Source: an optimization exercise on an open RTL-to-GDS flow (aim: small area and a short achievable clock period). Production flows keep margins and buffers that such runs may drop. In this exercise RTL edits were held to simulation tests only and were not proved equivalent to the original. Power and IR drop assume default switching activity.

--- flow/config.mk ---
export PLATFORM = sky130hd
export DESIGN_NAME = MIPS_16_bit_Processor
export DESIGN_NICKNAME = MIPS_16_bit_Processor
export VERILOG_FILES = /design/flow/design.v
export SDC_FILE = /design/flow/constraint.sdc
export NUM_CORES = 4
export LEC_CHECK = 0
export CAP_MARGIN = 35
export CORE_MARGIN = 2
export CORE_UTILIZATION = 40
export SLEW_MARGIN = 35
--- flow/constraint.sdc ---
create_clock -name core_clock -period 24.0 [get_ports {clk}]
set_input_delay 4.8000 -clock core_clock [delete_from_list [all_inputs] [get_ports {clk}]]
set_output_delay 4.8000 -clock core_clock [all_outputs]
set_load 0.01 [all_outputs]
--- flow/design.v ---
`timescale 1ns / 1ps
module MIPS_16_bit_Processor(data_in,clk,interrupt,reset,data_out,imem_addr,imem_rdata,dmem_en,dmem_we,dmem_addr,dmem_wdata,dmem_rdata,prediction,present_state);
input [15:0] data_in;
input clk;
input interrupt;
input reset;
output [15:0] data_out;
output [15:0] imem_addr;
input [31:0] imem_rdata;
output dmem_en;
output dmem_we;
output [15:0] dmem_addr;
output [15:0] dmem_wdata;
input [15:0] dmem_rdata;
output [1:0] present_state;
output prediction;
reg [31:0] ins_prv;             
reg [15:0] next_address, hold_address;
reg q1_t, q2_t, q3_t, q4_t;     
reg d3_t, d5_t, d6_t, d7_t, d8_t, d9_t;
reg g_t;                        
reg [4:0] reg4, reg5;
reg [4:0] wb_idx;
reg [15:0] wb_data;
reg rst_q;
reg [15:0] ans_ex, DM_data, data_out_r, Ex_out;
reg [1:0] flag_prv;
reg wi_t, fm_t;
reg [15:0] hold_add;
reg [1:0] flag_reg;
reg [1:0] ps;
reg [15:0] rf [0:31];
wire stall_pm = reset & q3_t;
wire [31:0] ins = reset ? (stall_pm ? ins_prv : imem_rdata) : 32'b0;
wire [5:0] op = ins[31:26];
wire Q1 = reset & q1_t;
wire Q2 = reset & q2_t;
wire Q4 = reset & q4_t;
wire is_LD  = (op == 6'o24);
wire is_ST  = (op == 6'o25);
wire HLT    = (op == 6'o21);
wire Cond_J = (op[5:2] == 4'b0111);
wire L_D    = is_LD & ~Q1;
wire JUMP   = Cond_J & ~Q4;
wire stall  = HLT | L_D | JUMP;
wire nor1_out = ~(Cond_J | Q1);
wire d3_out = reset & d3_t;
wire d5_out = reset & d5_t;
wire d7_out = reset & d7_t;
wire or1_out = Q1 | d5_out;
wire and3_out = ~d3_out & or1_out;
wire mem_rw_ex = reset & d6_t;
wire mem_en_ex = reset & d8_t;
wire mem_mux_sel_dm = reset & d9_t;
always @(posedge clk) begin
    ins_prv <= ins;
    q1_t <= L_D;
    q2_t <= JUMP;
    q3_t <= stall;
    q4_t <= Q2;
    d3_t <= ins[26];
    d5_t <= is_ST;
    d6_t <= d3_out;
    d7_t <= and3_out;
    d8_t <= or1_out;
    d9_t <= d7_out;
    g_t <= nor1_out;
end
wire [5:0] op_dec = ins_prv[31:26];
wire [15:0] imm = ins_prv[15:0];
wire imm_sel = (op_dec[5:3] == 3'b001);
wire [4:0] reg2 = g_t ? ins_prv[20:16] : 5'b0;
wire [4:0] reg3 = g_t ? ins_prv[25:21] : 5'b0;
wire [4:0] reg7 = g_t ? ins_prv[15:11] : 5'b0;
wire [4:0] reg6 = rst_q ? wb_idx : 5'b0;
wire [15:0] ans_wb = rst_q ? wb_data : 16'b0;
wire [15:0] ans_dm = mem_mux_sel_dm ? dmem_rdata : Ex_out;
wire comp1 = (reg4 == reg2);
wire comp2 = (reg5 == reg2);
wire comp3 = (reg6 == reg2);
wire comp4 = (reg4 == reg7);
wire comp5 = (reg7 == reg5);
wire comp6 = (reg7 == reg6);
wire [15:0] AR = rf[ins_prv[20:16]];
wire [15:0] BR = rf[ins_prv[15:11]];
wire [15:0] A  = comp1 ? ans_ex : comp2 ? ans_dm : comp3 ? ans_wb : AR;
wire [15:0] BI = comp4 ? ans_ex : comp5 ? ans_dm : comp6 ? ans_wb : BR;
wire [15:0] B  = imm_sel ? imm : BI;
wire is_sub = (op_dec[4] == 1'b0) & (op_dec[2:0] == 3'b001);
wire [15:0] BB = is_sub ? ~B : B;
wire [15:0] sum = A + BB + {15'b0, is_sub};
wire ovf = sum[15];
wire a80 = (A[7:0] == 8'h80);
wire b80 = (B[7:0] == 8'h80);
wire signed [8:0] ma = {A[7] & ~(a80 & ~b80), A[7:0]};
wire signed [7:0] mb = B[7:0];
wire signed [16:0] mp = ma * mb;
wire [15:0] mul_prod = mp[15:0];
wire sh_big = |B[15:4];
wire [3:0] sh = B[3:0];
wire [15:0] sh_l = sh_big ? 16'b0 : (A << sh);
wire [15:0] sh_r = sh_big ? 16'b0 : (A >> sh);
wire signed [15:0] A_s = A;
wire [15:0] sh_ra0 = A_s >>> sh;
wire [15:0] sh_ra = sh_big ? {16{A[15]}} : sh_ra0;
reg [15:0] ans_tmp;
always @(*) begin
    ans_tmp = ans_ex;
    if (op_dec[4] == 1'b0) begin
        case (op_dec[2:0])
            3'd0: ans_tmp = sum;
            3'd1: ans_tmp = sum;
            3'd2: ans_tmp = B;
            3'd3: ans_tmp = mul_prod;
            3'd4: ans_tmp = A & B;
            3'd5: ans_tmp = A | B;
            3'd6: ans_tmp = A ^ B;
            default: ans_tmp = ~B;
        endcase
    end else begin
        case (op_dec[3:0])
            4'd4: ans_tmp = A;
            4'd5: ans_tmp = A;
            4'd6: ans_tmp = data_in;
            4'd9: ans_tmp = sh_l;
            4'd10: ans_tmp = sh_r;
            4'd11: ans_tmp = sh_ra;
            default: ans_tmp = ans_ex;
        endcase
    end
end
wire z_add = ~|((A ^ B) ^ {(A[14:0] | B[14:0]), 1'b0});
wire z_eq  = (A == B);
wire z_B   = ~|B;
wire z_nB  = &B;
wire z_mul = ~|A[7:0] | ~|B[7:0];
wire z_and = ~|(A & B);
wire z_or  = ~|(A | B);
wire z_in  = ~|data_in;
wire z_ls  = sh_big | ~|(A & (16'hFFFF >> sh));
wire z_rs  = sh_big | ~|(A & (16'hFFFF << sh));
wire z_rsa = ~A[15] & z_rs;
reg [1:0] flag_ex;
always @(*) begin
    flag_ex = flag_prv;
    if (op_dec[4] == 1'b0) begin
        case (op_dec[2:0])
            3'd0: flag_ex = {z_add, ovf};
            3'd1: flag_ex = {z_eq, ovf};
            3'd2: flag_ex = {z_B, 1'b0};
            3'd3: flag_ex = {z_mul, ovf};
            3'd4: flag_ex = {z_and, 1'b0};
            3'd5: flag_ex = {z_or, 1'b0};
            3'd6: flag_ex = {z_eq, 1'b0};
            default: flag_ex = {z_nB, 1'b0};
        endcase
    end else begin
        case (op_dec[3:0])
            4'd6: flag_ex = {z_in, 1'b0};
            4'd9: flag_ex = {z_ls, 1'b0};
            4'd10: flag_ex = {z_rs, 1'b0};
            4'd11: flag_ex = {z_rsa, 1'b0};
            4'd12, 4'd13, 4'd14, 4'd15: flag_ex = flag_prv;
            default: flag_ex = 2'b00;
        endcase
    end
end
wire is_OUT = (op_dec == 6'o27);
always @(posedge clk) begin
    ans_ex <= reset ? ans_tmp : 16'b0;
    data_out_r <= reset ? (is_OUT ? A : data_out_r) : 16'b0;
    DM_data <= reset ? B : 16'b0;
    flag_prv <= reset ? flag_ex : 2'b00;
    Ex_out <= reset ? ans_ex : 16'b0;
    reg4 <= reset ? reg3 : 5'b0;
    reg5 <= reset ? reg4 : 5'b0;
    wb_idx <= reg5;
    wb_data <= ans_dm;
    rst_q <= reset;
    rf[wb_idx] <= wb_data;
end
wire wInt = reset & wi_t;
wire flag_mux_sel = reset & fm_t;
wire RET = (op == 6'o20);
wire JMP = (op == 6'o30);
wire JV  = (op == 6'o34);
wire JNV = (op == 6'o35);
wire JZ  = (op == 6'o36);
wire JNZ = (op == 6'o37);
wire pc_mux_sel = (JV & flag_ex[0]) | (JNV & ~flag_ex[0]) | (JZ & flag_ex[1]) | (JNZ & ~flag_ex[1])
                | wInt | RET | JMP;
wire [15:0] jmp_loc = RET ? hold_add : (wInt ? 16'hF000 : ins[15:0]);
wire [15:0] CAJ = stall ? hold_address : next_address;
wire [15:0] CAR = pc_mux_sel ? jmp_loc : CAJ;
wire [15:0] current_address = reset ? CAR : 16'b0;
wire [15:0] IA = current_address + 16'd1;
always @(posedge clk) begin
    next_address <= reset ? IA : 16'b0;
    hold_address <= current_address;
    wi_t <= interrupt;
    fm_t <= wInt;
    hold_add <= reset ? (interrupt ? IA : hold_add) : 16'b0;
    flag_reg <= reset ? (flag_mux_sel ? flag_ex : flag_reg) : 2'b00;
end
wire pred = ps[1];
wire incorrect = (pc_mux_sel != pred);
always @(posedge clk) begin
    if (Cond_J)
        ps <= incorrect ? (ps[0] ? 2'b10 : 2'b01) : (ps[1] ? 2'b11 : 2'b00);
    else if (!reset)
        ps <= 2'b00;
end
assign imem_addr = current_address;
assign dmem_en = mem_en_ex;
assign dmem_we = mem_rw_ex;
assign dmem_addr = ans_ex;
assign dmem_wdata = DM_data;
assign data_out = data_out_r;
assign prediction = pred;
assign present_state = ps;
endmodule
--- flow/run.sh ---
#!/bin/bash
# synth_recipe.tcl (not shown) runs the flow's synth.tcl, then flattens the netlist and writes it again
# the make line also repeats each setting of config.mk as NAME=value (left out here)
make -C /OpenROAD-flow-scripts/flow DESIGN_CONFIG=/design/flow/config.mk WORK_HOME=/design/flow/orfs CLKGATE_MAP_FILE= SYNTH_SCRIPT=/design/flow/synth_recipe.tcl finish
==> results by group <==
Outcome
  • Outcome: no timing/DRC/antenna violations

CTS
  • Clock tree from TritonCTS: done
  • Total number of H-tree levels: 3
  • Clock latency on the worst-skew pair: 680 ps
  • CTS clock-pin slew for the worst setup and hold paths: 60 ps
  • Clock Root Buffer: clkbuf_16
  • Total of cells resized after clock tree synthesis: 0
  • TritonCTS buffer count: 81
  • Total setup buffers inserted after CTS: 0
  • CTS Hold Bufs: 0
  • Maximum buffer depth of the clock tree: 3
  • Clk sink count: 708

STA
  • Fin Hold WS: 408 ps
  • Count of pins over their slew limit: 0
  • Slew at the pin closest to its max-slew limit: 1010 ps
  • Final number of hold-violating endpoints: 0
  • Final period utilization: 70.0%
  • RSZ-0062 raised after global routing: no
  • Slack of the critical path: 7190 ps
  • Setup TNS: 0 ps
  • F_max: 0.0595 GHz
  • Worst-case headroom to the max-slew limit: 32.4%
  • Largest clock skew in the final design: 39.2 ps
  • Total setup violations reported at the end of the flow: 0
  • Minimum clock period after layout: 16810 ps

Synth
  • Seq/Total Area, Yosys: 46.9%
  • Library cell with the highest instance count after synthesis: edfxtp_1
  • Count of state elements after synthesis: 708
  • Most used standard cells in the synthesized netlist: edfxtp_1 (514), mux2i_1 (327), nor2_1 (299)
  • Multiplexer area fraction after synthesis: 18.2%
  • Top cell type's share of synthesized area: 37.5%
  • Synth cell types: 118
  • Synthesized-area fraction occupied by adder cells: 5.28%
  • Number of warnings issued by yosys: 1
  • Combinational family with the most area after synthesis: multiplexers
  • Combined area of all synthesized cells: 0.0412 mm²
  • Compound-gate portion of the synthesized area: 11.9%
  • Net Count, Synth: 3723
  • Synthesized-area fraction occupied by and/or/nand/nor cells: 11.1%
  • Post-synthesis share of cell area spent on xor and xnor gates: 1.97%
  • Share of async-settable or async-resettable flops after synthesis: 0%
  • Avg Synthesized Cell Area: 11.7 µm²
  • Synth top area cells: edfxtp_1 (37%), dfxtp_1 (9.4%), mux4_2 (9.3%)
  • Gate count of the mapped netlist: 3518
  • Cell type with the highest aggregate area in the netlist: edfxtp_1
  • Primary FF master, synth: edfxtp_1
  • Number of flops mapped to enable cells by yosys: 514

Power and ir drop
  • Sequential group share of total power: 31.5%
  • Sum of internal, switching and leakage power: 4.66 mW
  • Total power density per cell area: 98.5 mW/mm²
  • Switching component of the power: 1.82 mW
  • Proportion of total power due to net switching: 39.1%
  • Internal power summed over all cells: 2.84 mW
  • Relative contribution of the clock network to total power: 27.3%
  • Static power due to leakage: 16.6 nW
  • Largest voltage drop on the vdd net: 197 µV
  • Share of power burned in combinational logic: 41.2%

Route
  • DRC errors left: 0
  • Sum of routed wire length over all layers: 155 mm
  • Detailed Routing Iterations Pass 1: 6
  • Detailed Route Iter0 Violations: 4597
  • WL/cell: 30.8 µm
  • Vias/cell: 6.35
  • Number of routed nets with antenna violations: 0
  • Detailed-route via count: 31929

Run
  • Max capacitance violation total: 0

Floorplan
  • Core ar.: 0.102 mm²
  • Standard-cell rows: 117
  • Die Ht: 325 µm
  • Horizontal die dimension: 325 µm
  • Area of the die: 0.106 mm²
  • Initial core utilization: 40.4%
  • Number of placed I/O pins: 136

Final layout
  • Signed area change from the synthesized netlist to the final layout: 14.7%
  • Share of post-route cells with drive strength above 1: 15.4%
  • Utilization after layout: 46.3%
  • Post-route insts no fill: 5027
  • Nets@finish: 3799
  • Total non-filler cell area in the finished layout: 0.0473 mm²
  • Count of filler cells inserted in the layout: 9309

Setup path
  • Worst path bufs/invs: 5
  • Stages on the worst setup path: 27
  • Beginning of the critical path: reset
  • Worst setup EP type: output port
  • Type of the worst setup path: in -> out
  • Crit-path max FO: 39
  • Worst reg-to-reg path cell count: 30
  • Worst reg2reg startpoint: ins_prv[11]$_DFF_P_
  • CP top delay family: compound AO/OA/AOI/OAI gates
  • Data required time at the worst endpoint: 19200 ps
  • Slowest stage delay, CP: 720 ps
  • Critical path arrival: 12010 ps
  • Cell at the slowest stage of the critical path: or2_1
  • Sort of element at the start of the critical path: input port

Placement
  • Final Wtd Congestion: 0.989
  • Setup WS pre-CTS: 7330 ps
  • Placed inst area: 0.0446 mm²
  • Number of buffers inserted by port buffering: 135
  • Estimated wirelength of the detail-placed design: 107 mm
  • Number of placed instances with taps included: 4879

Worst hold path
  • Class of the worst hold path: reg -> reg
  • Hold_sp: reg5[4]$_SDFF_PN0_
  • Worst Hold Path Cells: 0

GRT
  • Vias in the first global route: 31172
  • Number of antenna violations at the first check in global routing: 2
  • Overall track demand over capacity in global routing: 28.6%
  • First-pass GRT wire length: 221 mm
  • Pin count of the biggest net entering global routing: 95
  • Overall overflow remaining after global route: 0
metal layers:
layer  vias up  GRT usage [%]  wire length, µm
li1      13553              -                -
met1     16121           36.2            58700
met2      1885           46.6            72100
met3       368           6.19            15900
met4         2           14.0             8140
met5         -              0               13
worst reg2reg max path, delay by kind of cell (launching register included):
| kind | cells | cell delay (ps) |
|---|---|---|
| AOI/OAI and AO/OA | 11 | 3470 |
| xor gates and xnor gates | 2 | 410 |
| adders and majority gates | 5 | 2220 |
| buffers and inverters | 6 | 2020 |
| DFF | 1 | 350 |
| muxes | 2 | 820 |
| and+or+nand+nor | 4 | 1080 |
registers in the layout (all words and copies together), names as in the netlist, 5 cells and up, named ones only:
register / flops
reg5: 5
ans_ex: 16
ins_prv: 32
wb_data: 16
reg4: 5
data_out_r: 16
next_address: 16
wb_idx: 5
DM_data: 16
Ex_out: 16
hold_add: 16
rf: 512
hold_address: 16
area by class of cell:
type / count / area [µm²] / share of cell area (%)
sequential: 708 / 19400 / 40.9
multi-input combinational: 2404 / 20300 / 43.0
timing repair buffer: 243 / 2610 / 5.51
tap: 1368 / 1710 / 3.62
clock inverter: 43 / 504 / 1.07
antenna: 1 / 2.50 / 0.00529
clock buffer: 104 / 2200 / 4.64
inverter: 156 / 588 / 1.24
power by group through the flow:
stage	combinational [mW]	clock, mW	sequential (mW)
after floorplan	1.26	0	1.46
after global placement	1.86	0	1.49
after detailed placement	1.88	0	1.49
after CTS	1.89	1.29	1.46
after global routing	2.07	1.33	1.47
final	1.92	1.27	1.47
final timing paths:
check,endpoint,slack [ps]
worst max-delay path,imem_addr[0],7190
worst min register to register,wb_idx[4]$_DFF_P_,410
worst max register to register,ans_ex[15]$_SDFFE_PN0P_,13580
worst min-delay path,wb_idx[4]$_DFF_P_,410
cell families (layout without fill, tap and decap cells):
group                      count (synthesis)  in the layout
and+or+nand+nor                          941            941
xor gates and xnor gates                  91             91
buffers and inverters                    406            546
DFF                                      708            708
muxes                                    533            533
adders and majority gates                140            140
other                                      0              1
AOI/OAI and AO/OA                        699            699
layout by cell type (no fill, tap or decap), drive strengths merged, types with 39 or more instances in the layout:
| cell type | Yosys | final |
|---|---|---|
| a211oi | 50 | 50 |
| a21oi | 140 | 140 |
| a22oi | 106 | 106 |
| and2 | 58 | 58 |
| buf | 138 | 109 |
| clkbuf | 112 | 104 |
| clkdlybuf4s50 | 0 | 134 |
| dfxtp | 194 | 194 |
| edfxtp | 514 | 514 |
| fa | 57 | 57 |
| ha | 81 | 81 |
| inv | 153 | 160 |
| mux2i | 328 | 328 |
| mux4 | 170 | 170 |
| nand2 | 225 | 225 |
| nand3 | 86 | 86 |
| nand4 | 41 | 41 |
| nor2 | 307 | 307 |
| nor3 | 41 | 41 |
| o21ai | 124 | 124 |
| xnor2 | 52 | 52 |
| xor2 | 39 | 39 |

static timing again, ports no longer ideal:
The flow's constraints put no driver on any port. The routed layout listed below was extracted and timed again, unchanged, in two steps. Step 1 (the two cells are an assumption about what drives the block):
set clk [get_ports {clk}]
set_driving_cell -lib_cell sky130_fd_sc_hd__clkbuf_16 $clk
set_driving_cell -lib_cell sky130_fd_sc_hd__buf_2 [delete_from_list [all_inputs] $clk]
Step 2, shift: input delay + t, output delay - t, t = (earliest + latest rising clock arrival at the registers) / 2. This alone moves slack from input paths to output paths. Three values: ideal ports, drivers, drivers and shift; two values: the first two.
t, ns: 0.731
slack for setup (ns): 7.193 / 7.170 / 7.170
clock arrival spread, ns: 0.042 / 0.042
worst register clock-pin slew, ns: 0.06 / 0.06
cell pins on the clock port's net: 1
After both steps this run still meets setup and hold. For this run, drivers alone change the setup slack by -0.023 ns; drivers and shift together by -0.023 ns.
